This is an optimization exercise on Yosys and OpenROAD, whose aim is small area, a short achievable clock period and few clock cycles per item, not a production implementation.
Where RTL was checked, it was by simulation tests only, not by an equivalence proof against the original.

==> module fast_power, before the edit <==
module fast_power (
    input             clk,
    input             rst,
    input             start,
    input      [31:0] base,
    input      [31:0] exponent,
    output     [31:0] result,
    output reg        done
);
  reg        busy;
  reg        r_one;    
  reg        op_r;     
  reg [31:0] e;        
  reg        b_s;
  reg  [7:0] b_e;
  reg        b_l;
  reg [22:0] b_f;
  reg        r_s;
  reg  [7:0] r_e;
  reg        r_l;
  reg [22:0] r_f;
  assign result = {r_s, r_e, r_f};
  wire b_den  = ~b_l & (|b_f);           
  wire r_den  = ~r_l & (|r_f);
  wire e_zero = ~(|e);
  wire e_last = ~(|e[31:1]);
  wire        x_s = op_r ? r_s : b_s;
  wire  [7:0] x_e = op_r ? r_e : b_e;
  wire        x_l = op_r ? r_l : b_l;
  wire [22:0] x_f = op_r ? r_f : b_f;
  wire [47:0] p;
  fpu_multiply mul (.x(x_f), .y(b_f), .p(p));
  wire        m_zero = ~(x_l & b_l);
  wire  [7:0] e_hi   = x_e + b_e + 8'd130;           
  wire  [7:0] e_lo   = x_e + b_e + 8'd129;
  wire  [7:0] m_e    = m_zero ? 8'd0 : (p[47] ? e_hi : e_lo);
  wire [22:0] m_f    = m_zero ? 23'd0 : (p[47] ? p[46:24] : p[45:23]);
  wire        m_s    = x_s ^ b_s;
  wire        m_l    = ~m_zero & (p[47] ? (|e_hi) : (|e_lo));
  wire cap      = ~busy & ~done;               
  wire do_bnorm = busy & b_den;
  wire do_rnorm = busy & ~b_den & op_r & r_den;
  wire do_rmul  = busy & ~b_den & op_r & ~r_den;
  wire do_step  = busy & ~b_den & ~op_r & ~e_zero;    
  wire do_copy  = do_step & e[0] & r_one;
  wire finish   = e_zero | ((do_rmul | do_step) & e_last);
  wire [32:0] b_v    = {b_s, b_e, b_l, b_f};
  wire [32:0] r_v    = {r_s, r_e, r_l, r_f};
  wire [32:0] m_v    = {m_s, m_e, m_l, m_f};
  wire [32:0] base_v = {base[31], base[30:23], |base[30:23], base[22:0]};
  wire [32:0] one_v  = {1'b0, 8'd127, 1'b1, 23'd0};
  wire [32:0] b_sh   = {b_s, b_e - 8'd1, b_f, 1'b0};
  wire [32:0] r_sh   = {r_s, r_e - 8'd1, r_f, 1'b0};
  wire b_hold = ~(cap | do_bnorm | do_step);
  wire r_hold = ~(cap | do_rnorm | do_rmul | do_copy);
  wire [32:0] b_n = ({33{cap}} & base_v) | ({33{do_bnorm}} & b_sh) |
                    ({33{do_step}} & m_v) | ({33{b_hold}} & b_v);
  wire [32:0] r_n = ({33{cap}} & one_v) | ({33{do_rnorm}} & r_sh) |
                    ({33{do_rmul}} & m_v) | ({33{do_copy}} & b_v) |
                    ({33{r_hold}} & r_v);
  wire        op_r_n  = cap ? 1'b0 :
                        do_rmul ? 1'b0 :
                        do_step ? (e[1] & ~(r_one & ~e[0])) : op_r;
  wire        r_one_n = cap | (r_one & ~do_copy);
  wire [31:0] e_n     = cap ? exponent : (do_step ? {1'b0, e[31:1]} : e);
  always @(posedge clk) begin
    {b_s, b_e, b_l, b_f} <= b_n;
    {r_s, r_e, r_l, r_f} <= r_n;
    e <= e_n;  op_r <= op_r_n;  r_one <= r_one_n;
  end
  always @(posedge clk) begin
    if (rst) begin
      busy <= 1'b0;
      done <= 1'b0;
    end else if (!busy) begin
      if (done) begin
        if (!start) done <= 1'b0;
      end else if (start) begin
        busy <= 1'b1;
      end
    end else if (!start) begin
      busy <= 1'b0;
    end else if (finish) begin
      busy <= 1'b0;
      done <= 1'b1;
    end
  end
endmodule
Settings: LEC_CHECK=0, ABC_AREA=1, CAP_MARGIN=60, CORE_MARGIN=2, CORE_UTILIZATION=40, SLEW_MARGIN=75; clock period 24.0 ns.
run.sh (not shown) runs the stock make flow with config.mk's settings and CLKGATE_MAP_FILE= SYNTH_SCRIPT=/design/flow/synth_recipe.tcl, a recipe that flattens the netlist after the stock synthesis.
Testbench counts at the start, summed over its fixed seeds: cycles 59,928, items 2,400.
Then changed:
--- a/flow/design.v
+++ b/flow/design.v
@@ -1272,19 +1272,19 @@
   reg        r_s;
   reg  [7:0] r_e;
   reg        r_l;
   reg [22:0] r_f;
+  reg [22:0] x_f;
   assign result = {r_s, r_e, r_f};
   wire b_den  = ~b_l & (|b_f);           
   wire r_den  = ~r_l & (|r_f);
   wire e_zero = ~(|e);
   wire e_last = ~(|e[31:1]);
   wire        x_s = op_r ? r_s : b_s;
   wire  [7:0] x_e = op_r ? r_e : b_e;
   wire        x_l = op_r ? r_l : b_l;
-  wire [22:0] x_f = op_r ? r_f : b_f;
   wire [47:0] p;
-  fpu_multiply mul (.x(x_f), .y(b_f), .p(p));
+  fpu_multiply mul (.x(b_f), .y(x_f), .p(p));
   wire        m_zero = ~(x_l & b_l);
   wire  [7:0] e_hi   = x_e + b_e + 8'd130;           
   wire  [7:0] e_lo   = x_e + b_e + 8'd129;
   wire  [7:0] m_e    = m_zero ? 8'd0 : (p[47] ? e_hi : e_lo);
@@ -1316,12 +1316,22 @@
                         do_rmul ? 1'b0 :
                         do_step ? (e[1] & ~(r_one & ~e[0])) : op_r;
   wire        r_one_n = cap | (r_one & ~do_copy);
   wire [31:0] e_n     = cap ? exponent : (do_step ? {1'b0, e[31:1]} : e);
+  wire x_m   = do_step & ~op_r_n;                       
+  wire x_bsh = do_bnorm & ~op_r;
+  wire x_rsh = do_rnorm;
+  wire x_b   = do_rmul | (do_step & op_r_n & do_copy);
+  wire x_cap = cap;
+  wire x_r   = ~(x_m | x_bsh | x_rsh | x_b | x_cap);
+  wire [22:0] x_n = ({23{x_cap}} & base[22:0]) | ({23{x_bsh}} & {b_f[21:0], 1'b0}) |
+                    ({23{x_rsh}} & {r_f[21:0], 1'b0}) | ({23{x_b}} & b_f) |
+                    ({23{x_r}} & r_f) | ({23{x_m}} & m_f);
   always @(posedge clk) begin
     {b_s, b_e, b_l, b_f} <= b_n;
     {r_s, r_e, r_l, r_f} <= r_n;
     e <= e_n;  op_r <= op_r_n;  r_one <= r_one_n;
+    x_f <= x_n;
   end
   always @(posedge clk) begin
     if (rst) begin
       busy <= 1'b0;
The changed run finished with timing, DRC and antenna clean. Routed wire length went up by 8.5%. Critical path depth stays the same. Clock skew is about the same. Die area climbs by about 5.4%. Worst setup slack gets better by 0.021 ns. Via count goes up by 7.5%. Design area is higher by 6.1%. First-iteration DRC count goes up by 17%.
For the second run of this note, only the layout was checked, not whether the RTL still works.

## port drivers added, routing unchanged
Ports are ideal in the flow. The routed layouts listed here were re-timed in OpenROAD. Step 1 assumes that a clkbuf_16 drives the clock port and a buf_2 every other input. Step 2 adds t to the input delays and takes it off the output delays; t is the mean of the earliest and latest rising clock arrival at the registers after step 1. Input paths then give back, and output paths get back, about the clock's delay inside the block. Slacks: ideal / step 1 / step 2; pairs: ideal / step 1.
| run | t (ns) | setup WS [ns] | worst hold slack (ns) | worst setup path at the end | clock arrival spread, ns |
|---|---|---|---|---|---|
| the first run | 0.404 | 16.659 / 16.659 / 16.659 | 0.525 / 0.525 / 0.525 | register to register | 0.011 / 0.010 |
| the second run | 0.492 | 16.679 / 16.679 / 16.679 | 0.505 / 0.505 / 0.505 | register to register | 0.008 / 0.008 |
After both steps every run listed still meets setup and hold.
